Source: an optimization exercise on an open RTL-to-GDS flow (aim: small area and a short achievable clock period). Production flows keep margins and buffers that such runs may drop. Function was not checked in any run shown here: the RTL went through the layout flow alone.

$ cat flow/config.mk
export PLATFORM = sky130hd
export DESIGN_NAME = DOUBLY_PIPELINE
export DESIGN_NICKNAME = DOUBLY_PIPELINE
export VERILOG_FILES = /design/flow/design.v
export SDC_FILE = /design/flow/constraint.sdc
export NUM_CORES = 4
export LEC_CHECK = 0
export CAP_MARGIN = 20
export CORE_MARGIN = 2
export CORE_UTILIZATION = 40
export CTS_CLUSTER_DIAMETER = 200
export CTS_CLUSTER_SIZE = 25
export SLEW_MARGIN = 20
$ cat flow/constraint.sdc
create_clock -name core_clock -period 22.0 [get_ports {clk}]
set_input_delay 4.4000 -clock core_clock [delete_from_list [all_inputs] [get_ports {clk}]]
set_output_delay 4.4000 -clock core_clock [all_outputs]
set_load 0.01 [all_outputs]
$ cat flow/design.v
module DOUBLY_PIPELINE(clk,xi,yi,r,ang,xf,yf);
input signed [15:0] xi,yi;
input clk;
output signed [15:0] r,ang;
output signed [15:0] xf,yf;
reg signed [15:6] xr, yr;   
reg signed [15:0] a2,a3,a4,a5,a6,a7,a8;
reg signed [15:0] b2,b3,b4,b5,b6,b7;
reg        t2;
reg [1:0]  t3;
reg [2:0]  t4;
reg [3:0]  t5;
reg [4:0]  t6;
reg [5:0]  t7;
reg [5:0]  t8;
reg signed [15:0] x2,x3,x4,x5,x6,x7,x8;
reg signed [15:0] y2,y3,y4,y5,y6,y7,y8;
reg signed [15:0] r_q, xf_q, yf_q;
reg [13:0] ang_q;
reg svn2, svn3, svn4, svn5, svn6;         
reg dxn1, dxn2, dxn3, dxn4, dxn5, dxn6;   
wire [15:0] sc_r, sc_x, sc_y;
scale16 u_sr(.v(a8), .q(sc_r));
scale16 u_sx(.v(x8), .q(sc_x));
scale16 u_sy(.v(y8), .q(sc_y));
wire signed [15:0] a1, b1;
wire c_a1, c_b1;
wire [5:0] a1lo_n, b1lo_n; wire ca_n, cb_n;
add6_skl u_a1lo(.a(xi[5:0]), .b(yi[5:0]), .cin(1'b0), .s(a1lo_n), .cout(ca_n));
add6_skl u_b1lo(.a(yi[5:0]), .b(~xi[5:0]), .cin(1'b1), .s(b1lo_n), .cout(cb_n));
reg [5:0] a1lo, b1lo; reg ca, cb;
wire [9:0] a1hi, b1hi;
add10_skl u_a1hi(.a(xr[15:6]), .b(yr[15:6]), .cin(ca), .s(a1hi), .cout(c_a1));
add10_skl u_b1hi(.a(yr[15:6]), .b(~xr[15:6]), .cin(cb), .s(b1hi), .cout(c_b1));
assign a1 = {a1hi, a1lo};
assign b1 = {b1hi, b1lo};
wire signed [15:0] sh_a2 = b1 >>> 1;
wire [15:0] n_a2; wire co_a2;
add_skl12 u_a2(.a(a1), .b(sh_a2 ^ {16{b1[15]}}), .cin(b1[15]), .s(n_a2), .cout(co_a2));
wire signed [15:0] sh_b2 = a1 >>> 1;
wire [15:0] n_b2; wire co_b2;
add_skl12 u_b2(.a(b1), .b(sh_b2 ^ {16{~b1[15]}}), .cin(~b1[15]), .s(n_b2), .cout(co_b2));
wire signed [15:0] sh_x2 = b1 >>> 1;
wire [15:0] n_x2; wire co_x2;
add_skl12 u_x2(.a(a1), .b(sh_x2 ^ {16{~dxn1}}), .cin(~dxn1), .s(n_x2), .cout(co_x2));
wire signed [15:0] sh_y2 = a1 >>> 1;
wire [15:0] n_y2; wire co_y2;
add_skl12 u_y2(.a(b1), .b(sh_y2 ^ {16{~t3[0]}}), .cin(~t3[0]), .s(n_y2), .cout(co_y2));
wire signed [15:0] sh_a3 = b2 >>> 2;
wire [15:0] n_a3; wire co_a3;
add_skl8 u_a3(.a(a2), .b(sh_a3 ^ {16{b2[15]}}), .cin(b2[15]), .s(n_a3), .cout(co_a3));
wire signed [15:0] sh_b3 = a2 >>> 2;
wire [15:0] n_b3; wire co_b3;
add_skl8 u_b3(.a(b2), .b(sh_b3 ^ {16{svn2}}), .cin(svn2), .s(n_b3), .cout(co_b3));
wire signed [15:0] sh_a4 = b3 >>> 3;
wire [15:0] n_a4; wire co_a4;
add_skl6 u_a4(.a(a3), .b(sh_a4 ^ {16{b3[15]}}), .cin(b3[15]), .s(n_a4), .cout(co_a4));
wire signed [15:0] sh_b4 = a3 >>> 3;
wire [15:0] n_b4; wire co_b4;
add_skl8 u_b4(.a(b3), .b(sh_b4 ^ {16{svn3}}), .cin(svn3), .s(n_b4), .cout(co_b4));
wire signed [15:0] sh_a5 = b4 >>> 4;
wire [15:0] n_a5; wire co_a5;
add_skl6 u_a5(.a(a4), .b(sh_a5 ^ {16{b4[15]}}), .cin(b4[15]), .s(n_a5), .cout(co_a5));
wire signed [15:0] sh_b5 = a4 >>> 4;
wire [15:0] n_b5; wire co_b5;
add_skl8 u_b5(.a(b4), .b(sh_b5 ^ {16{svn4}}), .cin(svn4), .s(n_b5), .cout(co_b5));
wire signed [15:0] sh_a6 = b5 >>> 5;
wire [15:0] n_a6; wire co_a6;
add_skl6 u_a6(.a(a5), .b(sh_a6 ^ {16{b5[15]}}), .cin(b5[15]), .s(n_a6), .cout(co_a6));
wire signed [15:0] sh_b6 = a5 >>> 5;
wire [15:0] n_b6; wire co_b6;
add_skl8 u_b6(.a(b5), .b(sh_b6 ^ {16{svn5}}), .cin(svn5), .s(n_b6), .cout(co_b6));
wire signed [15:0] sh_a7 = b6 >>> 6;
wire [15:0] n_a7; wire co_a7;
add_skl6 u_a7(.a(a6), .b(sh_a7 ^ {16{b6[15]}}), .cin(b6[15]), .s(n_a7), .cout(co_a7));
wire signed [15:0] sh_b7 = a6 >>> 6;
wire [15:0] n_b7; wire co_b7;
add_skl8 u_b7(.a(b6), .b(sh_b7 ^ {16{svn6}}), .cin(svn6), .s(n_b7), .cout(co_b7));
wire signed [15:0] sh_a8 = b7 >>> 7;
wire [15:0] n_a8; wire co_a8;
add_skl6 u_a8(.a(a7), .b(sh_a8 ^ {16{b7[15]}}), .cin(b7[15]), .s(n_a8), .cout(co_a8));
wire signed [15:0] sh_x3 = y2 >>> 2;
wire [15:0] n_x3; wire co_x3;
add_skl8 u_x3(.a(x2), .b(sh_x3 ^ {16{~dxn2}}), .cin(~dxn2), .s(n_x3), .cout(co_x3));
wire signed [15:0] sh_y3 = x2 >>> 2;
wire [15:0] n_y3; wire co_y3;
add_skl8 u_y3(.a(y2), .b(sh_y3 ^ {16{~t4[1]}}), .cin(~t4[1]), .s(n_y3), .cout(co_y3));
wire signed [15:0] sh_x4 = y3 >>> 3;
wire [15:0] n_x4; wire co_x4;
add_skl8 u_x4(.a(x3), .b(sh_x4 ^ {16{~dxn3}}), .cin(~dxn3), .s(n_x4), .cout(co_x4));
wire signed [15:0] sh_y4 = x3 >>> 3;
wire [15:0] n_y4; wire co_y4;
add_skl8 u_y4(.a(y3), .b(sh_y4 ^ {16{~t5[2]}}), .cin(~t5[2]), .s(n_y4), .cout(co_y4));
wire signed [15:0] sh_x5 = y4 >>> 4;
wire [15:0] n_x5; wire co_x5;
add_skl8 u_x5(.a(x4), .b(sh_x5 ^ {16{~dxn4}}), .cin(~dxn4), .s(n_x5), .cout(co_x5));
wire signed [15:0] sh_y5 = x4 >>> 4;
wire [15:0] n_y5; wire co_y5;
add_skl8 u_y5(.a(y4), .b(sh_y5 ^ {16{~t6[3]}}), .cin(~t6[3]), .s(n_y5), .cout(co_y5));
wire signed [15:0] sh_x6 = y5 >>> 5;
wire [15:0] n_x6; wire co_x6;
add_skl8 u_x6(.a(x5), .b(sh_x6 ^ {16{~dxn5}}), .cin(~dxn5), .s(n_x6), .cout(co_x6));
wire signed [15:0] sh_y6 = x5 >>> 5;
wire [15:0] n_y6; wire co_y6;
add_skl8 u_y6(.a(y5), .b(sh_y6 ^ {16{~t7[4]}}), .cin(~t7[4]), .s(n_y6), .cout(co_y6));
wire signed [15:0] sh_x7 = y6 >>> 6;
wire [15:0] n_x7; wire co_x7;
add_skl8 u_x7(.a(x6), .b(sh_x7 ^ {16{~dxn6}}), .cin(~dxn6), .s(n_x7), .cout(co_x7));
wire signed [15:0] sh_y7 = x6 >>> 6;
wire [15:0] n_y7; wire co_y7;
add_skl8 u_y7(.a(y6), .b(sh_y7 ^ {16{~t8[5]}}), .cin(~t8[5]), .s(n_y7), .cout(co_y7));
wire signed [15:0] sh_x8 = y7 >>> 7;
wire [15:0] n_x8; wire co_x8;
add_skl6 u_x8(.a(x7), .b(sh_x8 ^ {16{1'b1}}), .cin(1'b1), .s(n_x8), .cout(co_x8));
wire signed [15:0] sh_y8 = x7 >>> 7;
wire [15:0] n_y8; wire co_y8;
add_skl6 u_y8(.a(y7), .b(sh_y8 ^ {16{1'b0}}), .cin(1'b0), .s(n_y8), .cout(co_y8));
wire [13:0] ang_half = 14'd4928 - (t8[0] ? 14'd2657 : 14'd0) - (t8[1] ? 14'd1404 : 14'd0)
                     - (t8[2] ? 14'd713 : 14'd0) - (t8[3] ? 14'd358 : 14'd0)
                     - (t8[4] ? 14'd179 : 14'd0) - (t8[5] ? 14'd89 : 14'd0);
always @(posedge clk) begin
  xr <= xi[15:6];
  yr <= yi[15:6];
  a1lo <= a1lo_n; b1lo <= b1lo_n; ca <= ca_n; cb <= cb_n;
  a2 <= n_a2; b2 <= n_b2;
  a3 <= n_a3; b3 <= n_b3;
  a4 <= n_a4; b4 <= n_b4;
  a5 <= n_a5; b5 <= n_b5;
  a6 <= n_a6; b6 <= n_b6;
  a7 <= n_a7; b7 <= n_b7;
  a8 <= n_a8;
  t2 <= b1[15];
  t3 <= {b2[15], t2};
  t4 <= {b3[15], t3};
  t5 <= {b4[15], t4};
  t6 <= {b5[15], t5};
  t7 <= {b6[15], t6};
  t8 <= t7;
  x2 <= n_x2; y2 <= n_y2;
  x3 <= n_x3; y3 <= n_y3;
  x4 <= n_x4; y4 <= n_y4;
  x5 <= n_x5; y5 <= n_y5;
  x6 <= n_x6; y6 <= n_y6;
  x7 <= n_x7; y7 <= n_y7;
  x8 <= n_x8; y8 <= n_y8;
  r_q   <= sc_r;
  xf_q  <= sc_x;
  yf_q  <= sc_y;
  ang_q <= ang_half;
  svn2 <= ~n_b2[15];
  svn3 <= ~n_b3[15];
  svn4 <= ~n_b4[15];
  svn5 <= ~n_b5[15];
  svn6 <= ~n_b6[15];
  dxn1 <= ~t2;
  dxn2 <= ~t3[1];
  dxn3 <= ~t4[2];
  dxn4 <= ~t5[3];
  dxn5 <= ~t6[4];
  dxn6 <= ~t7[5];
end
assign r = r_q;
assign xf = xf_q;
assign yf = yf_q;
assign ang = {ang_q[13], ang_q, 1'b0};
endmodule
module add10_skl(input [9:0] a, b, input cin, output [9:0] s, output cout);
wire [9:0] p = a ^ b; wire [9:0] g = a & b;
wire gg0 = g[0] | (p[0] & cin);
wire gg1 = g[2] | (p[2] & g[1]); wire pp1 = p[2] & p[1];
wire gg2 = g[4] | (p[4] & g[3]); wire pp2 = p[4] & p[3];
wire gg3 = g[6] | (p[6] & g[5]); wire pp3 = p[6] & p[5];
wire gg4 = g[8] | (p[8] & g[7]); wire pp4 = p[8] & p[7];
wire gg5 = g[1] | (p[1] & gg0);
wire gg6 = gg1 | (pp1 & gg0);
wire gg7 = g[5] | (p[5] & gg2); wire pp7 = p[5] & pp2;
wire gg8 = gg3 | (pp3 & gg2); wire pp8 = pp3 & pp2;
wire gg9 = g[9] | (p[9] & gg4); wire pp9 = p[9] & pp4;
wire gg10 = g[3] | (p[3] & gg6);
wire gg11 = gg2 | (pp2 & gg6);
wire gg12 = gg7 | (pp7 & gg6);
wire gg13 = gg8 | (pp8 & gg6);
wire gg14 = g[7] | (p[7] & gg13);
wire gg15 = gg4 | (pp4 & gg13);
wire gg16 = gg9 | (pp9 & gg13);
assign s[0] = p[0] ^ cin;
assign s[1] = p[1] ^ gg0;
assign s[2] = p[2] ^ gg5;
assign s[3] = p[3] ^ gg6;
assign s[4] = p[4] ^ gg10;
assign s[5] = p[5] ^ gg11;
assign s[6] = p[6] ^ gg12;
assign s[7] = p[7] ^ gg13;
assign s[8] = p[8] ^ gg14;
assign s[9] = p[9] ^ gg15;
assign cout = gg16;
endmodule
module add6_skl(input [5:0] a, b, input cin, output [5:0] s, output cout);
wire [5:0] p = a ^ b; wire [5:0] g = a & b;
wire gg0 = g[0] | (p[0] & cin);
wire gg1 = g[2] | (p[2] & g[1]); wire pp1 = p[2] & p[1];
wire gg2 = g[4] | (p[4] & g[3]); wire pp2 = p[4] & p[3];
wire gg3 = g[1] | (p[1] & gg0);
wire gg4 = gg1 | (pp1 & gg0);
wire gg5 = g[5] | (p[5] & gg2); wire pp5 = p[5] & pp2;
wire gg6 = g[3] | (p[3] & gg4);
wire gg7 = gg2 | (pp2 & gg4);
wire gg8 = gg5 | (pp5 & gg4);
assign s[0] = p[0] ^ cin;
assign s[1] = p[1] ^ gg0;
assign s[2] = p[2] ^ gg3;
assign s[3] = p[3] ^ gg4;
assign s[4] = p[4] ^ gg6;
assign s[5] = p[5] ^ gg7;
assign cout = gg8;
endmodule
module add_skl12(input [15:0] a, b, input cin, output [15:0] s, output cout);
wire [15:0] p = a ^ b; wire [15:0] g = a & b;
wire gg0 = g[0] | (p[0] & cin);
wire gg1 = g[2] | (p[2] & g[1]); wire pp1 = p[2] & p[1];
wire gg2 = g[4] | (p[4] & g[3]); wire pp2 = p[4] & p[3];
wire gg3 = g[6] | (p[6] & g[5]); wire pp3 = p[6] & p[5];
wire gg4 = g[8] | (p[8] & g[7]); wire pp4 = p[8] & p[7];
wire gg5 = g[10] | (p[10] & g[9]); wire pp5 = p[10] & p[9];
wire gg6 = g[1] | (p[1] & gg0);
wire gg7 = gg1 | (pp1 & gg0);
wire gg8 = g[5] | (p[5] & gg2); wire pp8 = p[5] & pp2;
wire gg9 = gg3 | (pp3 & gg2); wire pp9 = pp3 & pp2;
wire gg10 = g[9] | (p[9] & gg4); wire pp10 = p[9] & pp4;
wire gg11 = gg5 | (pp5 & gg4); wire pp11 = pp5 & pp4;
wire gg12 = g[3] | (p[3] & gg7);
wire gg13 = gg2 | (pp2 & gg7);
wire gg14 = gg8 | (pp8 & gg7);
wire gg15 = gg9 | (pp9 & gg7);
wire gg16 = g[11] | (p[11] & gg11); wire pp16 = p[11] & pp11;
wire gg17 = g[7] | (p[7] & gg15);
wire gg18 = gg4 | (pp4 & gg15);
wire gg19 = gg10 | (pp10 & gg15);
wire gg20 = gg11 | (pp11 & gg15);
wire gg21 = gg16 | (pp16 & gg15);
assign s[0] = p[0] ^ cin;
assign s[1] = p[1] ^ gg0;
assign s[2] = p[2] ^ gg6;
assign s[3] = p[3] ^ gg7;
assign s[4] = p[4] ^ gg12;
assign s[5] = p[5] ^ gg13;
assign s[6] = p[6] ^ gg14;
assign s[7] = p[7] ^ gg15;
assign s[8] = p[8] ^ gg17;
assign s[9] = p[9] ^ gg18;
assign s[10] = p[10] ^ gg19;
assign s[11] = p[11] ^ gg20;
wire [16:12] c; assign c[12] = gg21;
assign s[12] = a[12]^b[12]^c[12]; assign c[13] = (a[12]&b[12]) | (c[12]&(a[12]^b[12]));
assign s[13] = a[13]^b[13]^c[13]; assign c[14] = (a[13]&b[13]) | (c[13]&(a[13]^b[13]));
assign s[14] = a[14]^b[14]^c[14]; assign c[15] = (a[14]&b[14]) | (c[14]&(a[14]^b[14]));
assign s[15] = a[15]^b[15]^c[15]; assign c[16] = (a[15]&b[15]) | (c[15]&(a[15]^b[15]));
assign cout = c[16];
endmodule
module add_skl6(input [15:0] a, b, input cin, output [15:0] s, output cout);
wire [15:0] p = a ^ b; wire [15:0] g = a & b;
wire gg0 = g[0] | (p[0] & cin);
wire gg1 = g[2] | (p[2] & g[1]); wire pp1 = p[2] & p[1];
wire gg2 = g[4] | (p[4] & g[3]); wire pp2 = p[4] & p[3];
wire gg3 = g[1] | (p[1] & gg0);
wire gg4 = gg1 | (pp1 & gg0);
wire gg5 = g[5] | (p[5] & gg2); wire pp5 = p[5] & pp2;
wire gg6 = g[3] | (p[3] & gg4);
wire gg7 = gg2 | (pp2 & gg4);
wire gg8 = gg5 | (pp5 & gg4);
assign s[0] = p[0] ^ cin;
assign s[1] = p[1] ^ gg0;
assign s[2] = p[2] ^ gg3;
assign s[3] = p[3] ^ gg4;
assign s[4] = p[4] ^ gg6;
assign s[5] = p[5] ^ gg7;
wire [16:6] c; assign c[6] = gg8;
assign s[6] = a[6]^b[6]^c[6]; assign c[7] = (a[6]&b[6]) | (c[6]&(a[6]^b[6]));
assign s[7] = a[7]^b[7]^c[7]; assign c[8] = (a[7]&b[7]) | (c[7]&(a[7]^b[7]));
assign s[8] = a[8]^b[8]^c[8]; assign c[9] = (a[8]&b[8]) | (c[8]&(a[8]^b[8]));
assign s[9] = a[9]^b[9]^c[9]; assign c[10] = (a[9]&b[9]) | (c[9]&(a[9]^b[9]));
assign s[10] = a[10]^b[10]^c[10]; assign c[11] = (a[10]&b[10]) | (c[10]&(a[10]^b[10]));
assign s[11] = a[11]^b[11]^c[11]; assign c[12] = (a[11]&b[11]) | (c[11]&(a[11]^b[11]));
assign s[12] = a[12]^b[12]^c[12]; assign c[13] = (a[12]&b[12]) | (c[12]&(a[12]^b[12]));
assign s[13] = a[13]^b[13]^c[13]; assign c[14] = (a[13]&b[13]) | (c[13]&(a[13]^b[13]));
assign s[14] = a[14]^b[14]^c[14]; assign c[15] = (a[14]&b[14]) | (c[14]&(a[14]^b[14]));
assign s[15] = a[15]^b[15]^c[15]; assign c[16] = (a[15]&b[15]) | (c[15]&(a[15]^b[15]));
assign cout = c[16];
endmodule
module add_skl8(input [15:0] a, b, input cin, output [15:0] s, output cout);
wire [15:0] p = a ^ b; wire [15:0] g = a & b;
wire gg0 = g[0] | (p[0] & cin);
wire gg1 = g[2] | (p[2] & g[1]); wire pp1 = p[2] & p[1];
wire gg2 = g[4] | (p[4] & g[3]); wire pp2 = p[4] & p[3];
wire gg3 = g[6] | (p[6] & g[5]); wire pp3 = p[6] & p[5];
wire gg4 = g[1] | (p[1] & gg0);
wire gg5 = gg1 | (pp1 & gg0);
wire gg6 = g[5] | (p[5] & gg2); wire pp6 = p[5] & pp2;
wire gg7 = gg3 | (pp3 & gg2); wire pp7 = pp3 & pp2;
wire gg8 = g[3] | (p[3] & gg5);
wire gg9 = gg2 | (pp2 & gg5);
wire gg10 = gg6 | (pp6 & gg5);
wire gg11 = gg7 | (pp7 & gg5);
wire gg12 = g[7] | (p[7] & gg11);
assign s[0] = p[0] ^ cin;
assign s[1] = p[1] ^ gg0;
assign s[2] = p[2] ^ gg4;
assign s[3] = p[3] ^ gg5;
assign s[4] = p[4] ^ gg8;
assign s[5] = p[5] ^ gg9;
assign s[6] = p[6] ^ gg10;
assign s[7] = p[7] ^ gg11;
wire [16:8] c; assign c[8] = gg12;
assign s[8] = a[8]^b[8]^c[8]; assign c[9] = (a[8]&b[8]) | (c[8]&(a[8]^b[8]));
assign s[9] = a[9]^b[9]^c[9]; assign c[10] = (a[9]&b[9]) | (c[9]&(a[9]^b[9]));
assign s[10] = a[10]^b[10]^c[10]; assign c[11] = (a[10]&b[10]) | (c[10]&(a[10]^b[10]));
assign s[11] = a[11]^b[11]^c[11]; assign c[12] = (a[11]&b[11]) | (c[11]&(a[11]^b[11]));
assign s[12] = a[12]^b[12]^c[12]; assign c[13] = (a[12]&b[12]) | (c[12]&(a[12]^b[12]));
assign s[13] = a[13]^b[13]^c[13]; assign c[14] = (a[13]&b[13]) | (c[13]&(a[13]^b[13]));
assign s[14] = a[14]^b[14]^c[14]; assign c[15] = (a[14]&b[14]) | (c[14]&(a[14]^b[14]));
assign s[15] = a[15]^b[15]^c[15]; assign c[16] = (a[15]&b[15]) | (c[15]&(a[15]^b[15]));
assign cout = c[16];
endmodule
module scale16(input [15:0] v, output [15:0] q);
wire [15:0] nv = ~v;
wire fs0 = v[13] ^ v[7]; wire fc0 = v[13] & v[7];
wire fs1 = v[14] ^ v[8] ^ v[5]; wire fc1 = (v[14] & v[8]) | (v[14] & v[5]) | (v[8] & v[5]);
wire fs2 = nv[12] ^ nv[10]; wire fc2 = nv[12] & nv[10];
wire fs3 = v[9] ^ v[6] ^ nv[15]; wire fc3 = (v[9] & v[6]) | (v[9] & nv[15]) | (v[6] & nv[15]);
wire fs4 = v[13] ^ v[11] ^ v[3]; wire fc4 = (v[13] & v[11]) | (v[13] & v[3]) | (v[11] & v[3]);
wire fs5 = v[10] ^ v[7] ^ nv[14]; wire fc5 = (v[10] & v[7]) | (v[10] & nv[14]) | (v[7] & nv[14]);
wire fs6 = nv[12] ^ nv[4]; wire fc6 = nv[12] & nv[4];
wire fs7 = v[15] ^ v[11] ^ v[8]; wire fc7 = (v[15] & v[11]) | (v[15] & v[8]) | (v[11] & v[8]);
wire fs8 = v[13] ^ v[5] ^ v[3]; wire fc8 = (v[13] & v[5]) | (v[13] & v[3]) | (v[5] & v[3]);
wire fs9 = v[12] ^ v[9] ^ nv[14]; wire fc9 = (v[12] & v[9]) | (v[12] & nv[14]) | (v[9] & nv[14]);
wire fs10 = nv[6] ^ nv[4]; wire fc10 = nv[6] & nv[4];
wire fs11 = v[15] ^ v[13] ^ v[10]; wire fc11 = (v[15] & v[13]) | (v[15] & v[10]) | (v[13] & v[10]);
wire fs12 = v[14] ^ v[11] ^ v[0]; wire fc12 = (v[14] & v[11]) | (v[14] & v[0]) | (v[11] & v[0]);
wire fs13 = v[12] ^ v[1]; wire fc13 = v[12] & v[1];
wire fs14 = v[13] ^ v[2] ^ v[0]; wire fc14 = (v[13] & v[2]) | (v[13] & v[0]) | (v[2] & v[0]);
wire fs15 = v[14] ^ v[3] ^ v[1]; wire fc15 = (v[14] & v[3]) | (v[14] & v[1]) | (v[3] & v[1]);
wire fs16 = v[15] ^ nv[11]; wire fc16 = v[15] & nv[11];
wire fs17 = v[4] ^ v[2] ^ nv[15]; wire fc17 = (v[4] & v[2]) | (v[4] & nv[15]) | (v[2] & nv[15]);
wire fs18 = v[5] ^ v[3]; wire fc18 = v[5] & v[3];
wire fs19 = v[6] ^ v[4]; wire fc19 = v[6] & v[4];
wire fs20 = v[11] ^ v[5] ^ v[2]; wire fc20 = (v[11] & v[5]) | (v[11] & v[2]) | (v[5] & v[2]);
wire fs21 = v[12] ^ v[6] ^ v[3]; wire fc21 = (v[12] & v[6]) | (v[12] & v[3]) | (v[6] & v[3]);
wire fs22 = nv[10] ^ nv[8]; wire fc22 = nv[10] & nv[8];
wire fs23 = fs0 ^ v[4] ^ nv[11]; wire fc23 = (fs0 & v[4]) | (fs0 & nv[11]) | (v[4] & nv[11]);
wire fs24 = v[9] ^ v[1] ^ v[15]; wire fc24 = (v[9] & v[1]) | (v[9] & v[15]) | (v[1] & v[15]);
wire fs25 = fc0 ^ fs1 ^ fs2; wire fc25 = (fc0 & fs1) | (fc0 & fs2) | (fs1 & fs2);
wire fs26 = v[2] ^ v[0] ^ ~1'b1; wire fc26 = (v[2] & v[0]) | (v[2] & ~1'b1) | (v[0] & ~1'b1);
wire fs27 = fc1 ^ fc2 ^ fs3; wire fc27 = (fc1 & fc2) | (fc1 & fs3) | (fc2 & fs3);
wire fs28 = fs4 ^ v[1] ^ ~1'b1; wire fc28 = (fs4 & v[1]) | (fs4 & ~1'b1) | (v[1] & ~1'b1);
wire fs29 = fc3 ^ fs5 ^ fs6; wire fc29 = (fc3 & fs5) | (fc3 & fs6) | (fs5 & fs6);
wire fs30 = fc4 ^ v[2] ^ ~1'b1; wire fc30 = (fc4 & v[2]) | (fc4 & ~1'b1) | (v[2] & ~1'b1);
wire fs31 = fc5 ^ fc6 ^ fs7; wire fc31 = (fc5 & fc6) | (fc5 & fs7) | (fc6 & fs7);
wire fs32 = fs8 ^ v[0] ^ ~1'b1; wire fc32 = (fs8 & v[0]) | (fs8 & ~1'b1) | (v[0] & ~1'b1);
wire fs33 = fc7 ^ fs9 ^ fs10; wire fc33 = (fc7 & fs9) | (fc7 & fs10) | (fs9 & fs10);
wire fs34 = fc8 ^ v[1] ^ ~1'b1; wire fc34 = (fc8 & v[1]) | (fc8 & ~1'b1) | (v[1] & ~1'b1);
wire fs35 = fc9 ^ fc10 ^ fs11; wire fc35 = (fc9 & fc10) | (fc9 & fs11) | (fc10 & fs11);
wire fs36 = v[7] ^ v[5] ^ v[2]; wire fc36 = (v[7] & v[5]) | (v[7] & v[2]) | (v[5] & v[2]);
wire fs37 = fc11 ^ fs12 ^ nv[8]; wire fc37 = (fc11 & fs12) | (fc11 & nv[8]) | (fs12 & nv[8]);
wire fs38 = v[6] ^ v[3] ^ ~1'b1; wire fc38 = (v[6] & v[3]) | (v[6] & ~1'b1) | (v[3] & ~1'b1);
wire fs39 = fc12 ^ fs13 ^ nv[15]; wire fc39 = (fc12 & fs13) | (fc12 & nv[15]) | (fs13 & nv[15]);
wire fs40 = v[9] ^ v[7] ^ v[4]; wire fc40 = (v[9] & v[7]) | (v[9] & v[4]) | (v[7] & v[4]);
wire fs41 = fc13 ^ fs14 ^ nv[10]; wire fc41 = (fc13 & fs14) | (fc13 & nv[10]) | (fs14 & nv[10]);
wire fs42 = v[8] ^ v[5] ^ ~1'b1; wire fc42 = (v[8] & v[5]) | (v[8] & ~1'b1) | (v[5] & ~1'b1);
wire fs43 = fc14 ^ fs15 ^ fs16; wire fc43 = (fc14 & fs15) | (fc14 & fs16) | (fs15 & fs16);
wire fs44 = v[9] ^ v[6] ^ ~1'b1; wire fc44 = (v[9] & v[6]) | (v[9] & ~1'b1) | (v[6] & ~1'b1);
wire fs45 = fc15 ^ fc16 ^ fs17; wire fc45 = (fc15 & fc16) | (fc15 & fs17) | (fc16 & fs17);
wire fs46 = v[12] ^ v[10] ^ v[7]; wire fc46 = (v[12] & v[10]) | (v[12] & v[7]) | (v[10] & v[7]);
wire fs47 = fc17 ^ fs18 ^ nv[13]; wire fc47 = (fc17 & fs18) | (fc17 & nv[13]) | (fs18 & nv[13]);
wire fs48 = v[11] ^ v[8] ^ ~1'b1; wire fc48 = (v[11] & v[8]) | (v[11] & ~1'b1) | (v[8] & ~1'b1);
wire fs49 = fc18 ^ fs19 ^ nv[14]; wire fc49 = (fc18 & fs19) | (fc18 & nv[14]) | (fs19 & nv[14]);
wire fs50 = v[12] ^ v[9] ^ ~1'b1; wire fc50 = (v[12] & v[9]) | (v[12] & ~1'b1) | (v[9] & ~1'b1);
wire fs51 = fc19 ^ v[15] ^ v[7]; wire fc51 = (fc19 & v[15]) | (fc19 & v[7]) | (v[15] & v[7]);
wire fs52 = nv[5] ^ v[13] ^ v[10]; wire fc52 = (nv[5] & v[13]) | (nv[5] & v[10]) | (v[13] & v[10]);
wire fs53 = v[8] ^ v[6] ^ nv[14]; wire fc53 = (v[8] & v[6]) | (v[8] & nv[14]) | (v[6] & nv[14]);
wire fs54 = nv[11] ^ 1'b1; wire fc54 = nv[11] & 1'b1;
wire fs55 = v[15] ^ v[9] ^ v[7]; wire fc55 = (v[15] & v[9]) | (v[15] & v[7]) | (v[9] & v[7]);
wire fs56 = v[10] ^ v[8]; wire fc56 = v[10] & v[8];
wire fs57 = v[11] ^ v[9]; wire fc57 = v[11] & v[9];
wire fs58 = fs20 ^ nv[9]; wire fc58 = fs20 & nv[9];
wire fs59 = fc20 ^ fs21 ^ fs22; wire fc59 = (fc20 & fs21) | (fc20 & fs22) | (fs21 & fs22);
wire fs60 = fc21 ^ fc22 ^ fs23; wire fc60 = (fc21 & fc22) | (fc21 & fs23) | (fc22 & fs23);
wire fs61 = fc23 ^ fs25 ^ ~fc24; wire fc61 = (fc23 & fs25) | (fc23 & ~fc24) | (fs25 & ~fc24);
wire fs62 = fc25 ^ fs27 ^ ~fc26; wire fc62 = (fc25 & fs27) | (fc25 & ~fc26) | (fs27 & ~fc26);
wire fs63 = fc27 ^ fs29 ^ ~fc28; wire fc63 = (fc27 & fs29) | (fc27 & ~fc28) | (fs29 & ~fc28);
wire fs64 = fc29 ^ fs31 ^ ~fc30; wire fc64 = (fc29 & fs31) | (fc29 & ~fc30) | (fs31 & ~fc30);
wire fs65 = fc31 ^ fs33 ^ ~fc32; wire fc65 = (fc31 & fs33) | (fc31 & ~fc32) | (fs33 & ~fc32);
wire fs66 = fc33 ^ fs35 ^ ~fc34; wire fc66 = (fc33 & fs35) | (fc33 & ~fc34) | (fs35 & ~fc34);
wire fs67 = fc35 ^ fs37 ^ ~fc36; wire fc67 = (fc35 & fs37) | (fc35 & ~fc36) | (fs37 & ~fc36);
wire fs68 = fc37 ^ fs39 ^ ~fc38; wire fc68 = (fc37 & fs39) | (fc37 & ~fc38) | (fs39 & ~fc38);
wire fs69 = fc39 ^ fs41 ^ ~fc40; wire fc69 = (fc39 & fs41) | (fc39 & ~fc40) | (fs41 & ~fc40);
wire fs70 = fc41 ^ fs43 ^ ~fc42; wire fc70 = (fc41 & fs43) | (fc41 & ~fc42) | (fs43 & ~fc42);
wire fs71 = fc43 ^ fs45 ^ ~fc44; wire fc71 = (fc43 & fs45) | (fc43 & ~fc44) | (fs45 & ~fc44);
wire fs72 = fc45 ^ fs47 ^ ~fc46; wire fc72 = (fc45 & fs47) | (fc45 & ~fc46) | (fs47 & ~fc46);
wire fs73 = fc47 ^ fs49 ^ ~fc48; wire fc73 = (fc47 & fs49) | (fc47 & ~fc48) | (fs49 & ~fc48);
wire fs74 = fc49 ^ fs51 ^ ~fc50; wire fc74 = (fc49 & fs51) | (fc49 & ~fc50) | (fs51 & ~fc50);
wire fs75 = fc51 ^ fs53 ^ fs54; wire fc75 = (fc51 & fs53) | (fc51 & fs54) | (fs53 & fs54);
wire fs76 = fc53 ^ fc54 ^ fs55; wire fc76 = (fc53 & fc54) | (fc53 & fs55) | (fc54 & fs55);
wire fs77 = fc55 ^ fs56 ^ nv[13]; wire fc77 = (fc55 & fs56) | (fc55 & nv[13]) | (fs56 & nv[13]);
wire fs78 = fc56 ^ fs57 ^ nv[14]; wire fc78 = (fc56 & fs57) | (fc56 & nv[14]) | (fs57 & nv[14]);
wire fs79 = fc57 ^ v[15] ^ v[12]; wire fc79 = (fc57 & v[15]) | (fc57 & v[12]) | (v[15] & v[12]);
wire fs80 = v[13] ^ v[11]; wire fc80 = v[13] & v[11];
wire fs81 = v[14] ^ v[12]; wire fc81 = v[14] & v[12];
wire fs82 = fs58 ^ nv[7]; wire fc82 = fs58 & nv[7];
wire fs83 = fc58 ^ fs59 ^ nv[0]; wire fc83 = (fc58 & fs59) | (fc58 & nv[0]) | (fs59 & nv[0]);
wire fs84 = fc59 ^ fs60 ^ ~fs24; wire fc84 = (fc59 & fs60) | (fc59 & ~fs24) | (fs60 & ~fs24);
wire fs85 = fc60 ^ fs61 ^ ~fs26; wire fc85 = (fc60 & fs61) | (fc60 & ~fs26) | (fs61 & ~fs26);
wire fs86 = fc61 ^ fs62 ^ ~fs28; wire fc86 = (fc61 & fs62) | (fc61 & ~fs28) | (fs62 & ~fs28);
wire fs87 = fc62 ^ fs63 ^ ~fs30; wire fc87 = (fc62 & fs63) | (fc62 & ~fs30) | (fs63 & ~fs30);
wire fs88 = fc63 ^ fs64 ^ ~fs32; wire fc88 = (fc63 & fs64) | (fc63 & ~fs32) | (fs64 & ~fs32);
wire fs89 = fc64 ^ fs65 ^ ~fs34; wire fc89 = (fc64 & fs65) | (fc64 & ~fs34) | (fs65 & ~fs34);
wire fs90 = fc65 ^ fs66 ^ ~fs36; wire fc90 = (fc65 & fs66) | (fc65 & ~fs36) | (fs66 & ~fs36);
wire fs91 = fc66 ^ fs67 ^ ~fs38; wire fc91 = (fc66 & fs67) | (fc66 & ~fs38) | (fs67 & ~fs38);
wire fs92 = fc67 ^ fs68 ^ ~fs40; wire fc92 = (fc67 & fs68) | (fc67 & ~fs40) | (fs68 & ~fs40);
wire fs93 = fc68 ^ fs69 ^ ~fs42; wire fc93 = (fc68 & fs69) | (fc68 & ~fs42) | (fs69 & ~fs42);
wire fs94 = fc69 ^ fs70 ^ ~fs44; wire fc94 = (fc69 & fs70) | (fc69 & ~fs44) | (fs70 & ~fs44);
wire fs95 = fc70 ^ fs71 ^ ~fs46; wire fc95 = (fc70 & fs71) | (fc70 & ~fs46) | (fs71 & ~fs46);
wire fs96 = fc71 ^ fs72 ^ ~fs48; wire fc96 = (fc71 & fs72) | (fc71 & ~fs48) | (fs72 & ~fs48);
wire fs97 = fc72 ^ fs73 ^ ~fs50; wire fc97 = (fc72 & fs73) | (fc72 & ~fs50) | (fs73 & ~fs50);
wire fs98 = fc73 ^ fs74 ^ ~fs52; wire fc98 = (fc73 & fs74) | (fc73 & ~fs52) | (fs74 & ~fs52);
wire fs99 = fc74 ^ fs75 ^ ~fc52; wire fc99 = (fc74 & fs75) | (fc74 & ~fc52) | (fs75 & ~fc52);
wire fs100 = fc75 ^ fs76 ^ nv[12]; wire fc100 = (fc75 & fs76) | (fc75 & nv[12]) | (fs76 & nv[12]);
wire fs101 = fc76 ^ fs77 ^ 1'b1; wire fc101 = (fc76 & fs77) | (fc76 & 1'b1) | (fs77 & 1'b1);
wire fs102 = fc77 ^ fs78 ^ 1'b1; wire fc102 = (fc77 & fs78) | (fc77 & 1'b1) | (fs78 & 1'b1);
wire fs103 = fc78 ^ fs79 ^ v[10]; wire fc103 = (fc78 & fs79) | (fc78 & v[10]) | (fs79 & v[10]);
wire fs104 = fc79 ^ fs80 ^ 1'b1; wire fc104 = (fc79 & fs80) | (fc79 & 1'b1) | (fs80 & 1'b1);
wire fs105 = fc80 ^ fs81 ^ 1'b1; wire fc105 = (fc80 & fs81) | (fc80 & 1'b1) | (fs81 & 1'b1);
wire fs106 = fc81 ^ v[13] ^ nv[15]; wire fc106 = (fc81 & v[13]) | (fc81 & nv[15]) | (v[13] & nv[15]);
wire fs107 = v[14] ^ 1'b1; wire fc107 = v[14] & 1'b1;
wire [27:0] ra = {1'b1, fc107, fc106, fc105, fc104, fc103, fc102, fc101, fc100, fc99, fc98, fc97, fc96, fc95, fc94, fc93, fc92, fc91, fc90, fc89, fc88, fc87, fc86, fc85, fc84, fc83, fc82, fs82};
wire [27:0] rb = {1'b0, nv[15], fs107, fs106, fs105, fs104, fs103, fs102, fs101, fs100, fs99, fs98, fs97, fs96, fs95, fs94, fs93, fs92, fs91, fs90, fs89, fs88, fs87, fs86, fs85, fs84, fs83, 1'b1};
wire [27:0] rs; wire rco;
scale16_fin u_fin(.a(ra), .b(rb), .cin(1'b0), .s(rs), .cout(rco));
assign q = rs[27:12];
endmodule
module scale16_fin(input [27:0] a, b, input cin, output [27:0] s, output cout);
wire [27:0] p = a ^ b; wire [27:0] g = a & b;
wire gg0 = g[0] | (p[0] & cin);
wire gg1 = g[2] | (p[2] & g[1]); wire pp1 = p[2] & p[1];
wire gg2 = g[4] | (p[4] & g[3]); wire pp2 = p[4] & p[3];
wire gg3 = g[6] | (p[6] & g[5]); wire pp3 = p[6] & p[5];
wire gg4 = g[8] | (p[8] & g[7]); wire pp4 = p[8] & p[7];
wire gg5 = g[10] | (p[10] & g[9]); wire pp5 = p[10] & p[9];
wire gg6 = g[12] | (p[12] & g[11]); wire pp6 = p[12] & p[11];
wire gg7 = g[14] | (p[14] & g[13]); wire pp7 = p[14] & p[13];
wire gg8 = g[16] | (p[16] & g[15]); wire pp8 = p[16] & p[15];
wire gg9 = g[18] | (p[18] & g[17]); wire pp9 = p[18] & p[17];
wire gg10 = g[20] | (p[20] & g[19]); wire pp10 = p[20] & p[19];
wire gg11 = g[22] | (p[22] & g[21]); wire pp11 = p[22] & p[21];
wire gg12 = g[24] | (p[24] & g[23]); wire pp12 = p[24] & p[23];
wire gg13 = g[26] | (p[26] & g[25]); wire pp13 = p[26] & p[25];
wire gg14 = g[1] | (p[1] & gg0);
wire gg15 = gg1 | (pp1 & gg0);
wire gg16 = g[5] | (p[5] & gg2); wire pp16 = p[5] & pp2;
wire gg17 = gg3 | (pp3 & gg2); wire pp17 = pp3 & pp2;
wire gg18 = g[9] | (p[9] & gg4); wire pp18 = p[9] & pp4;
wire gg19 = gg5 | (pp5 & gg4); wire pp19 = pp5 & pp4;
wire gg20 = g[13] | (p[13] & gg6); wire pp20 = p[13] & pp6;
wire gg21 = gg7 | (pp7 & gg6); wire pp21 = pp7 & pp6;
wire gg22 = g[17] | (p[17] & gg8); wire pp22 = p[17] & pp8;
wire gg23 = gg9 | (pp9 & gg8); wire pp23 = pp9 & pp8;
wire gg24 = g[21] | (p[21] & gg10); wire pp24 = p[21] & pp10;
wire gg25 = gg11 | (pp11 & gg10); wire pp25 = pp11 & pp10;
wire gg26 = g[25] | (p[25] & gg12); wire pp26 = p[25] & pp12;
wire gg27 = gg13 | (pp13 & gg12); wire pp27 = pp13 & pp12;
wire gg28 = g[3] | (p[3] & gg15);
wire gg29 = gg2 | (pp2 & gg15);
wire gg30 = gg16 | (pp16 & gg15);
wire gg31 = gg17 | (pp17 & gg15);
wire gg32 = g[11] | (p[11] & gg19); wire pp32 = p[11] & pp19;
wire gg33 = gg6 | (pp6 & gg19); wire pp33 = pp6 & pp19;
wire gg34 = gg20 | (pp20 & gg19); wire pp34 = pp20 & pp19;
wire gg35 = gg21 | (pp21 & gg19); wire pp35 = pp21 & pp19;
wire gg36 = g[19] | (p[19] & gg23); wire pp36 = p[19] & pp23;
wire gg37 = gg10 | (pp10 & gg23); wire pp37 = pp10 & pp23;
wire gg38 = gg24 | (pp24 & gg23); wire pp38 = pp24 & pp23;
wire gg39 = gg25 | (pp25 & gg23); wire pp39 = pp25 & pp23;
wire gg40 = g[27] | (p[27] & gg27); wire pp40 = p[27] & pp27;
wire gg41 = g[7] | (p[7] & gg31);
wire gg42 = gg4 | (pp4 & gg31);
wire gg43 = gg18 | (pp18 & gg31);
wire gg44 = gg19 | (pp19 & gg31);
wire gg45 = gg32 | (pp32 & gg31);
wire gg46 = gg33 | (pp33 & gg31);
wire gg47 = gg34 | (pp34 & gg31);
wire gg48 = gg35 | (pp35 & gg31);
wire gg49 = g[23] | (p[23] & gg39); wire pp49 = p[23] & pp39;
wire gg50 = gg12 | (pp12 & gg39); wire pp50 = pp12 & pp39;
wire gg51 = gg26 | (pp26 & gg39); wire pp51 = pp26 & pp39;
wire gg52 = gg27 | (pp27 & gg39); wire pp52 = pp27 & pp39;
wire gg53 = gg40 | (pp40 & gg39); wire pp53 = pp40 & pp39;
wire gg54 = g[15] | (p[15] & gg48);
wire gg55 = gg8 | (pp8 & gg48);
wire gg56 = gg22 | (pp22 & gg48);
wire gg57 = gg23 | (pp23 & gg48);
wire gg58 = gg36 | (pp36 & gg48);
wire gg59 = gg37 | (pp37 & gg48);
wire gg60 = gg38 | (pp38 & gg48);
wire gg61 = gg39 | (pp39 & gg48);
wire gg62 = gg49 | (pp49 & gg48);
wire gg63 = gg50 | (pp50 & gg48);
wire gg64 = gg51 | (pp51 & gg48);
wire gg65 = gg52 | (pp52 & gg48);
wire gg66 = gg53 | (pp53 & gg48);
assign s[0] = p[0] ^ cin;
assign s[1] = p[1] ^ gg0;
assign s[2] = p[2] ^ gg14;
assign s[3] = p[3] ^ gg15;
assign s[4] = p[4] ^ gg28;
assign s[5] = p[5] ^ gg29;
assign s[6] = p[6] ^ gg30;
assign s[7] = p[7] ^ gg31;
assign s[8] = p[8] ^ gg41;
assign s[9] = p[9] ^ gg42;
assign s[10] = p[10] ^ gg43;
assign s[11] = p[11] ^ gg44;
assign s[12] = p[12] ^ gg45;
assign s[13] = p[13] ^ gg46;
assign s[14] = p[14] ^ gg47;
assign s[15] = p[15] ^ gg48;
assign s[16] = p[16] ^ gg54;
assign s[17] = p[17] ^ gg55;
assign s[18] = p[18] ^ gg56;
assign s[19] = p[19] ^ gg57;
assign s[20] = p[20] ^ gg58;
assign s[21] = p[21] ^ gg59;
assign s[22] = p[22] ^ gg60;
assign s[23] = p[23] ^ gg61;
assign s[24] = p[24] ^ gg62;
assign s[25] = p[25] ^ gg63;
assign s[26] = p[26] ^ gg64;
assign s[27] = p[27] ^ gg65;
assign cout = gg66;
endmodule
$ cat flow/flow/run.sh
#!/bin/bash
set -euo pipefail
export BUFFER_PORTS_ARGS="-buffer_cell sky130_fd_sc_hd__buf_2"
export SETUP_SLACK_MARGIN=16.5
bash standard.sh > standard_flow.log 2>&1
$ cat flow/standard.sh
#!/bin/bash
# synth_recipe.tcl (not shown) runs the flow's synth.tcl, then flattens the netlist and writes it again
# the make line also repeats each setting of config.mk as NAME=value (left out here)
make -C /OpenROAD-flow-scripts/flow DESIGN_CONFIG=/design/flow/config.mk WORK_HOME=/design/flow/orfs CLKGATE_MAP_FILE= SYNTH_SCRIPT=/design/flow/synth_recipe.tcl "${@:-finish}"
==> summary.md, run 1 <==
| Metric | Value |
|---|---|
| Worst path required time | roughly 18 ns |
| Fill count | 8,803 |
| Worst-path cell chain | buf_6 |
| Global Route Usage Sum | 0.1402 |
| Hold_buf cts | 0 |
| Clk_skew | 0.02621 ns |
| Sum of buffers and inverters on the critical path | 1 |
| Relative slew slack | 0.4075 |
| RSZ-0062 raised after global routing | true |
| Post-DP HPWL | 54,530 µm |
| Worst endpoint data arrival time | 1.08 ns |
| Status | finished clean |
| Final core occ | 0.4488 |
| Port Buf Inserts | 95 |
| Worst-Skew Late Latency | approximately 0.61 ns |
| Sequential share of the synthesized area | 0.2976 |
| Total number of vias | 21,030 |
| IO Count | slightly below 100 |
| Worst Hold Depth | 0 |
| Final Setup Violations | 0 |
| Drt via density | 4.301 |
| Final ANT Viol Nets | 0 |
| CP max stage cell | dfxtp_4 |
| Routed wire per std cell | 13.45 µm |
| Synth async-reset ratio | 0 |
| Number of max-cap violations | 0 |
| CTS Sinks | 556 |
| Die area | between 0.09 and 0.1 mm² |
| Period utilisation layout | 0.2493 |
| Die W | 309.8 µm |
| Fin Setup TNS | 0 ns |
| H-tree levels | 1 |
| Worst-case clock buffer depth | 3 |
| Delay-heaviest family, CP | flip-flops |
| Vias in the first global route | 22,100 |
| Placed Area | a little under 0.04 mm² |
| Grt total ovfl | 0 |
| Final hold vios | 0 |
| Layout area overhead | 11.63% |
| Layout cells sized above 1 | 0.1232 |
| Critical path endpoint category | output port |
| Clock transition at path regs | 0.10 ns |
| Final Cell Area | 0.04176 mm² |
| Worst setup SP type | flip-flop |
| Starting Density | 0.4020 |
| Detailed Route WL | 65,790 µm |
| Die height | about 310 µm |
| Hold Path Origin | t7[1] |
| Synth Area per Inst | ~11 µm² |
| Largest net degree at the start of global routing | 26 |
| Reg2reg end | xf_q[14] |
| Residual DRC | 0 |
| Mapped Nets | 4,383 |
| Peak Freq | 182.3 MHz |
| CTS tree | built |
| Number of flops mapped to enable cells by yosys | 0 |
| Final nets | 4,595 |
| Min cycle time layout | about 5.5 ns |
| CP max FO | 1 |
| Number of synthesis warnings | 1 |
| Core ar. | about 0.093 mm² |
| Final setup margin | 16.52 ns |
| Pins over their slew limit | 0 |
| Pre-CTS setup slack | 15.85 ns |
| Worst R2R Path Depth | 16 |
| Most frequent cells in the layout | 827 x inv_1, 491 x dfxtp_1, 437 x fa_1 |
| CTS Buf Count | 26 |
| Pre-Repair DR Iteration Count | 4 |
| Max incr delay on CP | 0.38 ns |
| Commonest non-fill, non-tap cell in the layout | inv_1 |
| Root buf cell | clkbuf_16 |
| Seq cells post-synth | 556 |
| Synth Instances | 3,423 |
| First-pass GRT wire length | around 110,000 µm |
| Hold-critical path endpoint | t8[1] |
| Type of the worst min-delay path | reg2reg |
| DR iter-0 viols | roughly 580 |
| Worst R2R Start | x8[6] |
| Reg2reg setup slack | around 17 ns |
| Setup CP Type | reg2out |
| Placer Congestion | about 0.88 |
| Netlist cell types | 54 |
| Rows | around 110 |
| Synth Flop Type | dfxtp_1 |
| Worst Max-Slew Pin Slew | between 0.8 and 0.9 ns |
| N_diodes | 0 |
| Syn Std Cell Area | 0.03741 mm² |
| Antenna violations before repair | 0 |
==> layer usage <==
metal | vias up | track usage | part of all wire
met3 | 77 | 0.01448 | 0.024
li1 | 10730 | - | -
met4 | 0 | 0.03438 | 0.024
met2 | 200 | 0.2592 | 0.51
met5 | - | 0 | 0
met1 | 10030 | 0.1741 | 0.44
==> how the worst max path moves through the flow <==
stage,cells after the start,end,startpoint
after CTS,1,yf[10],yf_q[10]
final,1,yf[10],yf_q[10]
after detailed placement,22,b2[15],xr[7]
after floorplan,7,b1lo[4],xi[1]
after global routing,18,xf_q[14],x8[8]
after global placement,22,b2[15],xr[7]
==> area by class of cell <==
type	count	area, µm²	area share
clock buffers	26	650.6	0.01558
flip-flops and latches	556	11280	0.2702
well taps	1254	1569	0.03757
clock inverters	3	41.29	0.0009888
multi-input cells	1986	23420	0.5609
inverters	840	3188	0.07634
repair buffers	225	1605	0.03844
==> through the flow <==
| stage | std cells | hold WS (ns) |
|---|---|---|
| 3_5_place_dp | 4737 | 0.3121 |
| 6_report | 4890 | 0.3308 |
| 4_1_cts | 4781 | 0.3299 |
| 3_3_place_gp | 4737 | 0.3125 |
| 5_1_grt | 4890 | 0.3420 |
| 2_1_floorplan | 3423 | 0.3096 |
==> cell usage after synthesis (all sizes together), types with 2 or more instances <==
cell / instances / share of area
buf: 17 / 0.0019
nand2: 30 / 0.0030
or2: 2 / 0.00033
and3: 5 / 0.00084
a21o: 71 / 0.014
a31oi: 5 / 0.00084
a211oi: 5 / 0.0010
xnor2: 262 / 0.061
nor2b: 25 / 0.0042
o21bai: 21 / 0.0042
fa: 486 / 0.26
o31a: 2 / 0.00047
o21ba: 3 / 0.00080
a22o: 2 / 0.00047
xor2: 238 / 0.056
a2111oi: 3 / 0.00087
and2: 9 / 0.0015
o21ai: 36 / 0.0048
a21boi: 3 / 0.00060
a31o: 4 / 0.00094
mux2i: 9 / 0.0024
o211ai: 4 / 0.00080
a21oi: 87 / 0.012
nor2: 91 / 0.0091
o21a: 36 / 0.0072
nand3: 11 / 0.0015
a211o: 3 / 0.00070
clkbuf: 24 / 0.0024
a311o: 4 / 0.0011
mux2: 11 / 0.0033
dfxtp: 556 / 0.30
nor3: 42 / 0.0056
nor4: 3 / 0.00050
nand2b: 16 / 0.0027
nor3b: 2 / 0.00040
inv: 840 / 0.084
ha: 441 / 0.15
a41o: 2 / 0.00054
==> cells by family after synthesis <==
kind of cell / count (synthesis) / share of synthesized area
buffers and inverters: 881 / 0.08860
adders and majority gates: 927 / 0.4076
muxes: 20 / 0.005720
xor gates and xnor gates: 500 / 0.1171
other: 1 / 0.0001002
DFF: 556 / 0.2976
and+or+nand+nor: 239 / 0.03020
AOI/OAI and AO/OA: 299 / 0.05315
==> timing repair <==
action	in CTS	in global routing
pin swaps	7	38
setup endpoints to repair	91	101
setup buffers	15	109
resized for setup	72	155
==> run 2, diff against run 1 <==
--- a/flow/design.v
+++ b/flow/design.v
@@ -42,7 +42,7 @@
 add_skl12 u_b2(.a(b1), .b(sh_b2 ^ {16{~b1[15]}}), .cin(~b1[15]), .s(n_b2), .cout(co_b2));
 wire signed [15:0] sh_x2 = b1 >>> 1;
 wire [15:0] n_x2; wire co_x2;
-add_skl12 u_x2(.a(a1), .b(sh_x2 ^ {16{~dxn1}}), .cin(~dxn1), .s(n_x2), .cout(co_x2));
+add_skl12 u_x2(.a(a1), .b(sh_x2 ^ {16{t3[0]}}), .cin(t3[0]), .s(n_x2), .cout(co_x2));
 wire signed [15:0] sh_y2 = a1 >>> 1;
 wire [15:0] n_y2; wire co_y2;
 add_skl12 u_y2(.a(b1), .b(sh_y2 ^ {16{~t3[0]}}), .cin(~t3[0]), .s(n_y2), .cout(co_y2));
@@ -51,61 +51,61 @@
 add_skl8 u_a3(.a(a2), .b(sh_a3 ^ {16{b2[15]}}), .cin(b2[15]), .s(n_a3), .cout(co_a3));
 wire signed [15:0] sh_b3 = a2 >>> 2;
 wire [15:0] n_b3; wire co_b3;
-add_skl8 u_b3(.a(b2), .b(sh_b3 ^ {16{svn2}}), .cin(svn2), .s(n_b3), .cout(co_b3));
+add_skl8 u_b3(.a(b2), .b(sh_b3 ^ {16{~b2[15]}}), .cin(~b2[15]), .s(n_b3), .cout(co_b3));
 wire signed [15:0] sh_a4 = b3 >>> 3;
 wire [15:0] n_a4; wire co_a4;
 add_skl6 u_a4(.a(a3), .b(sh_a4 ^ {16{b3[15]}}), .cin(b3[15]), .s(n_a4), .cout(co_a4));
 wire signed [15:0] sh_b4 = a3 >>> 3;
 wire [15:0] n_b4; wire co_b4;
-add_skl8 u_b4(.a(b3), .b(sh_b4 ^ {16{svn3}}), .cin(svn3), .s(n_b4), .cout(co_b4));
+add_skl8 u_b4(.a(b3), .b(sh_b4 ^ {16{~b3[15]}}), .cin(~b3[15]), .s(n_b4), .cout(co_b4));
 wire signed [15:0] sh_a5 = b4 >>> 4;
 wire [15:0] n_a5; wire co_a5;
 add_skl6 u_a5(.a(a4), .b(sh_a5 ^ {16{b4[15]}}), .cin(b4[15]), .s(n_a5), .cout(co_a5));
 wire signed [15:0] sh_b5 = a4 >>> 4;
 wire [15:0] n_b5; wire co_b5;
-add_skl8 u_b5(.a(b4), .b(sh_b5 ^ {16{svn4}}), .cin(svn4), .s(n_b5), .cout(co_b5));
+add_skl8 u_b5(.a(b4), .b(sh_b5 ^ {16{~b4[15]}}), .cin(~b4[15]), .s(n_b5), .cout(co_b5));
 wire signed [15:0] sh_a6 = b5 >>> 5;
 wire [15:0] n_a6; wire co_a6;
 add_skl6 u_a6(.a(a5), .b(sh_a6 ^ {16{b5[15]}}), .cin(b5[15]), .s(n_a6), .cout(co_a6));
 wire signed [15:0] sh_b6 = a5 >>> 5;
 wire [15:0] n_b6; wire co_b6;
-add_skl8 u_b6(.a(b5), .b(sh_b6 ^ {16{svn5}}), .cin(svn5), .s(n_b6), .cout(co_b6));
+add_skl8 u_b6(.a(b5), .b(sh_b6 ^ {16{~b5[15]}}), .cin(~b5[15]), .s(n_b6), .cout(co_b6));
 wire signed [15:0] sh_a7 = b6 >>> 6;
 wire [15:0] n_a7; wire co_a7;
 add_skl6 u_a7(.a(a6), .b(sh_a7 ^ {16{b6[15]}}), .cin(b6[15]), .s(n_a7), .cout(co_a7));
 wire signed [15:0] sh_b7 = a6 >>> 6;
 wire [15:0] n_b7; wire co_b7;
-add_skl8 u_b7(.a(b6), .b(sh_b7 ^ {16{svn6}}), .cin(svn6), .s(n_b7), .cout(co_b7));
+add_skl8 u_b7(.a(b6), .b(sh_b7 ^ {16{~b6[15]}}), .cin(~b6[15]), .s(n_b7), .cout(co_b7));
 wire signed [15:0] sh_a8 = b7 >>> 7;
 wire [15:0] n_a8; wire co_a8;
 add_skl6 u_a8(.a(a7), .b(sh_a8 ^ {16{b7[15]}}), .cin(b7[15]), .s(n_a8), .cout(co_a8));
 wire signed [15:0] sh_x3 = y2 >>> 2;
 wire [15:0] n_x3; wire co_x3;
-add_skl8 u_x3(.a(x2), .b(sh_x3 ^ {16{~dxn2}}), .cin(~dxn2), .s(n_x3), .cout(co_x3));
+add_skl8 u_x3(.a(x2), .b(sh_x3 ^ {16{t4[1]}}), .cin(t4[1]), .s(n_x3), .cout(co_x3));
 wire signed [15:0] sh_y3 = x2 >>> 2;
 wire [15:0] n_y3; wire co_y3;
 add_skl8 u_y3(.a(y2), .b(sh_y3 ^ {16{~t4[1]}}), .cin(~t4[1]), .s(n_y3), .cout(co_y3));
 wire signed [15:0] sh_x4 = y3 >>> 3;
 wire [15:0] n_x4; wire co_x4;
-add_skl8 u_x4(.a(x3), .b(sh_x4 ^ {16{~dxn3}}), .cin(~dxn3), .s(n_x4), .cout(co_x4));
+add_skl8 u_x4(.a(x3), .b(sh_x4 ^ {16{t5[2]}}), .cin(t5[2]), .s(n_x4), .cout(co_x4));
 wire signed [15:0] sh_y4 = x3 >>> 3;
 wire [15:0] n_y4; wire co_y4;
 add_skl8 u_y4(.a(y3), .b(sh_y4 ^ {16{~t5[2]}}), .cin(~t5[2]), .s(n_y4), .cout(co_y4));
 wire signed [15:0] sh_x5 = y4 >>> 4;
 wire [15:0] n_x5; wire co_x5;
-add_skl8 u_x5(.a(x4), .b(sh_x5 ^ {16{~dxn4}}), .cin(~dxn4), .s(n_x5), .cout(co_x5));
+add_skl8 u_x5(.a(x4), .b(sh_x5 ^ {16{t6[3]}}), .cin(t6[3]), .s(n_x5), .cout(co_x5));
 wire signed [15:0] sh_y5 = x4 >>> 4;
 wire [15:0] n_y5; wire co_y5;
 add_skl8 u_y5(.a(y4), .b(sh_y5 ^ {16{~t6[3]}}), .cin(~t6[3]), .s(n_y5), .cout(co_y5));
 wire signed [15:0] sh_x6 = y5 >>> 5;
 wire [15:0] n_x6; wire co_x6;
-add_skl8 u_x6(.a(x5), .b(sh_x6 ^ {16{~dxn5}}), .cin(~dxn5), .s(n_x6), .cout(co_x6));
+add_skl8 u_x6(.a(x5), .b(sh_x6 ^ {16{t7[4]}}), .cin(t7[4]), .s(n_x6), .cout(co_x6));
 wire signed [15:0] sh_y6 = x5 >>> 5;
 wire [15:0] n_y6; wire co_y6;
 add_skl8 u_y6(.a(y5), .b(sh_y6 ^ {16{~t7[4]}}), .cin(~t7[4]), .s(n_y6), .cout(co_y6));
 wire signed [15:0] sh_x7 = y6 >>> 6;
 wire [15:0] n_x7; wire co_x7;
-add_skl8 u_x7(.a(x6), .b(sh_x7 ^ {16{~dxn6}}), .cin(~dxn6), .s(n_x7), .cout(co_x7));
+add_skl8 u_x7(.a(x6), .b(sh_x7 ^ {16{t8[5]}}), .cin(t8[5]), .s(n_x7), .cout(co_x7));
 wire signed [15:0] sh_y7 = x6 >>> 6;
 wire [15:0] n_y7; wire co_y7;
 add_skl8 u_y7(.a(y6), .b(sh_y7 ^ {16{~t8[5]}}), .cin(~t8[5]), .s(n_y7), .cout(co_y7));
@@ -147,17 +147,6 @@
   xf_q  <= sc_x;
   yf_q  <= sc_y;
   ang_q <= ang_half;
-  svn2 <= ~n_b2[15];
-  svn3 <= ~n_b3[15];
-  svn4 <= ~n_b4[15];
-  svn5 <= ~n_b5[15];
-  svn6 <= ~n_b6[15];
-  dxn1 <= ~t2;
-  dxn2 <= ~t3[1];
-  dxn3 <= ~t4[2];
-  dxn4 <= ~t5[3];
-  dxn5 <= ~t6[4];
-  dxn6 <= ~t7[5];
 end
 assign r = r_q;
 assign xf = xf_q;
==> run 2 against run 1 <==
  * Register-to-register slack better by 0.09 ns
  * Hold slack got worse by 0.013 ns
  * First-iteration DRC count grew 7.6%
  * Worst setup slack improved by 0.0082 ns
  * Final cell count down 2.0%
  * Fmax is 0.15% higher
  * Critical path type unchanged
  * Critical endpoint is now yf[8]
  * Highest routed layer unchanged
==> summary.md, run 2 <==
| Metric | Value |
|---|---|
| Status | finished clean (unchanged) |
| Pre-Repair DR Iteration Count | 5 (was 4) |
| Clock transition at path regs | 0.11 ns (was 0.10 ns) |
| Min cycle time layout | 5.476 ns (was 5.484 ns) |
| Area leader, netlist | dfxtp_1 (unchanged) |
| Rows | 111 (was 112) |
| Delay-heaviest family, CP | flip-flops (unchanged) |
| Reg2reg setup slack | 16.67 ns (was 16.58 ns) |
| Layout cells sized above 1 | 0.09755 (was 0.1232) |
| Number of flops mapped to enable cells by yosys | 0 (unchanged) |
| RSZ-0062 raised after global routing | true (unchanged) |
| CTS Buf Count | 25 (was 26) |
| Hold Path Origin | t7[5] (was t7[1]) |
| Peak Freq | 182.6 MHz (was 182.3 MHz) |
| Worst setup SP type | flip-flop (unchanged) |
| Non-Filler Instances | 4,790 (was 4,890) |
| Max incr delay on CP | 0.38 ns (about the same) |
| Post-Place Cells | 4,712 (was 4,737) |
| Pre-CTS setup slack | 15.85 ns (about the same) |
| Routed wire per std cell | 13.41 µm (was 13.45 µm) |
| Worst-path cell chain | buf_6 (unchanged) |
| Root buf cell | clkbuf_16 (unchanged) |
| Number of max-cap violations | 0 (unchanged) |
| Die height | 308.8 µm (was 309.8 µm) |
| Setup CP Type | reg2out (unchanged) |
| Die area | 0.09537 mm² (was 0.09598 mm²) |
| Commonest non-fill, non-tap cell in the layout | inv_1 (unchanged) |
| Worst-case clock buffer depth | 3 (unchanged) |
| Worst Hold Depth | 0 (unchanged) |
| Syn Std Cell Area | 0.03717 mm² (was 0.03741 mm²) |
| Worst Max-Slew Pin Slew | 0.9851 ns (was 0.8857 ns) |
| Layout area overhead | 10.25% (was 11.63%) |
| Worst R2R Path Depth | 19 (was 16) |
| Worst endpoint data arrival time | 1.08 ns (about the same) |
| Synth cell count leaders | 829 x inv_1, 545 x dfxtp_1, 486 x fa_1, 441 x ha_1, 245 x xor2_1 (was 839 x inv_1, 556 x dfxtp_1, 486 x fa_1, 441 x ha_1, 262 x xnor2_1) |
| Total number of vias | 20,650 (was 21,030) |
| Worst path required time | 17.60 ns (about the same) |
| Drt via density | 4.311 (was 4.301) |
| Sequential share of the synthesized area | 0.2936 (was 0.2976) |
| Clk_skew | 0.02856 ns (was 0.02621 ns) |
| Synth async-reset ratio | 0 (unchanged) |
| Final nets | 4,507 (was 4,595) |
| First-pass GRT wire length | 108,700 µm (about the same) |
| H-tree levels | 1 (unchanged) |
| Residual DRC | 0 (unchanged) |
| Die W | 308.8 µm (was 309.8 µm) |
| Hold_buf cts | 0 (unchanged) |
| Netlist cell types | 61 (was 54) |
| Most frequent cells in the layout | 822 x inv_1, 495 x dfxtp_1, 448 x fa_1 (was 827 x inv_1, 491 x dfxtp_1, 437 x fa_1) |
| Synth Instances | 3,401 (was 3,423) |
| Area contributors post-synth | dfxtp_1 29%, fa_1 26%, ha_1 15% (was dfxtp_1 30%, fa_1 26%, ha_1 15%) |
| Reg2reg end | x4[14] (was xf_q[14]) |
| Detailed Route WL | 64,210 µm (was 65,790 µm) |
| Fin Setup TNS | 0 ns (unchanged) |
| Type of the worst min-delay path | reg2reg (unchanged) |
| Grt total ovfl | 0 (unchanged) |
| Synth Area per Inst | 10.93 µm² (about the same) |
| Relative slew slack | 0.3385 (was 0.4075) |
| Period utilisation layout | 0.2489 (was 0.2493) |
| Sum of buffers and inverters on the critical path | 1 (unchanged) |
| DR iter-0 viols | 625 (was 581) |
| N_diodes | 0 (unchanged) |
| CP max FO | 1 (unchanged) |
| Global Route Usage Sum | 0.1385 (was 0.1402) |
| Vias in the first global route | 22,260 (was 22,100) |
| Final hold vios | 0 (unchanged) |
| Final Setup Violations | 0 (unchanged) |
| CP max stage cell | dfxtp_4 (unchanged) |
| Largest net degree at the start of global routing | 30 (was 26) |
| Final setup margin | 16.52 ns (about the same) |
| IO Count | 97 (unchanged) |
| CTS Sinks | 545 (was 556) |
| CTS tree | built (unchanged) |
| Starting Density | 0.4042 (was 0.4020) |
| Placed Area | 0.03916 mm² (was 0.03940 mm²) |
| Placer Congestion | 0.8353 (was 0.8803) |
| Port Buf Inserts | 95 (unchanged) |
| Hold-critical path endpoint | t8[5] (was t8[1]) |
| Core ar. | 0.09194 mm² (was 0.09305 mm²) |
| Final ANT Viol Nets | 0 (unchanged) |
| Seq cells post-synth | 545 (was 556) |
| Final Cell Area | 0.04098 mm² (was 0.04176 mm²) |
| Worst-Skew Late Latency | 0.59 ns (was 0.61 ns) |
| Worst R2R Start | t5[2] (was x8[6]) |
| Share of the synthesized area in the top cell type | 0.2936 (was 0.2976) |
| Antenna violations before repair | 0 (unchanged) |
| Pins over their slew limit | 0 (unchanged) |
| Mapped Nets | 4,361 (was 4,383) |
| Critical path endpoint category | output port (unchanged) |
| Most frequent cell after synthesis | inv_1 (unchanged) |
| Number of synthesis warnings | 1 (unchanged) |
| Synth Flop Type | dfxtp_1 (unchanged) |
| Post-DP HPWL | 52,350 µm (was 54,530 µm) |
## run 2: changes by cell type in the layout (fill, tap and decap cells not counted), sizes merged, moves of 7 or more
cell	previous run	this run
dfxtp	556	545
a21oi	87	97
inv	833	824
nand2	30	38
xor2	238	245
o21ai	36	43
xnor2	262	236
a21o	71	78
buf	225	148
mux2i	9	2
nor3	42	35
nand4	1	10
nor2	91	82
## run 2: final cells by class
class,count,area [µm²]
inverter,830,3151
clock inverter,2,16.27
clock buffer,25,625.6
tap,1243,1555
multi-input combinational,1988,23350
timing repair buffer,157,1284
sequential,545,10990
fill,8729,50970
## run 2: cells by family (layout without fill, tap and decap cells)
logic type	after synthesis	after routing	share of synthesized area
AND/OR/NAND/NOR	240	240	0.03124
XOR/XNOR	481	481	0.1134
AO/OA/AOI/OAI	325	325	0.05932
other	1	1	0.0001009
adder cells (fa/ha/maj)	927	927	0.4102
multiplexers	14	14	0.004175
flip-flops	545	545	0.2936
buffers and inverters	868	1014	0.08800
## run 2: metal layers
layer  track usage  share of wire
met1        0.1836           0.47
met2        0.2463           0.49
met3       0.01295          0.021
met4       0.02834          0.019
met5             0              0
## run 2: metrics by stage
| step | hold WS [ns] | util |
|---|---|---|
| 6_report | 0.3181 | 0.4457 |
| 5_1_grt | 0.3277 | 0.4457 |
| 4_1_cts | 0.3215 | 0.4356 |
| 3_5_place_dp | 0.3121 | 0.4259 |
| 3_3_place_gp | 0.3119 | 0.4259 |
| 2_1_floorplan | 0.3096 | - |
## run 2: worst max path at each step
stage            start       to  slack, ns  depth (start not counted)
3_5_place_dp     xr[7]   b2[15]      15.85                         21
2_1_floorplan    xi[1]  b1lo[4]      16.44                          7
5_1_grt          xr[7]   b2[15]      16.43                         21
6_report       yf_q[8]    yf[8]      16.52                          1
3_3_place_gp     xr[7]   b2[15]      15.95                         21
4_1_cts          xr[7]   b2[15]      16.40                         21
## run 2: timing repair
item | in CTS | in global routing
setup endpoints to repair | 37 | 70
buffers inserted | 6 | 36
resized for setup | 44 | 143
gates cloned | 2 | 7
pin swaps | 1 | 23

[re-timing with driven ports]
Ports are ideal in the flow. The routed layouts listed here were re-timed in OpenROAD. Step 1 assumes that a clkbuf_16 drives the clock port and a buf_2 every other input. Step 2 times the ports against the registers' clock, not the clock port: input delays grow and output delays shrink by t, the midpoint of the rising clock arrivals with the driver on. Slacks: ideal / step 1 / step 2; pairs: ideal / step 1.
run	shift t [ns]	setup WS [ns]	latest minus earliest clock arrival (ns)
run 1	0.655	16.516 / 16.456 / 16.230	0.037 / 0.037
run 2	0.643	16.524 / 16.462 / 16.237	0.033 / 0.033
After both steps every run listed still meets setup and hold. For run 2, which loses most, drivers alone change the setup slack by -0.062 ns; drivers and shift together by -0.287 ns.
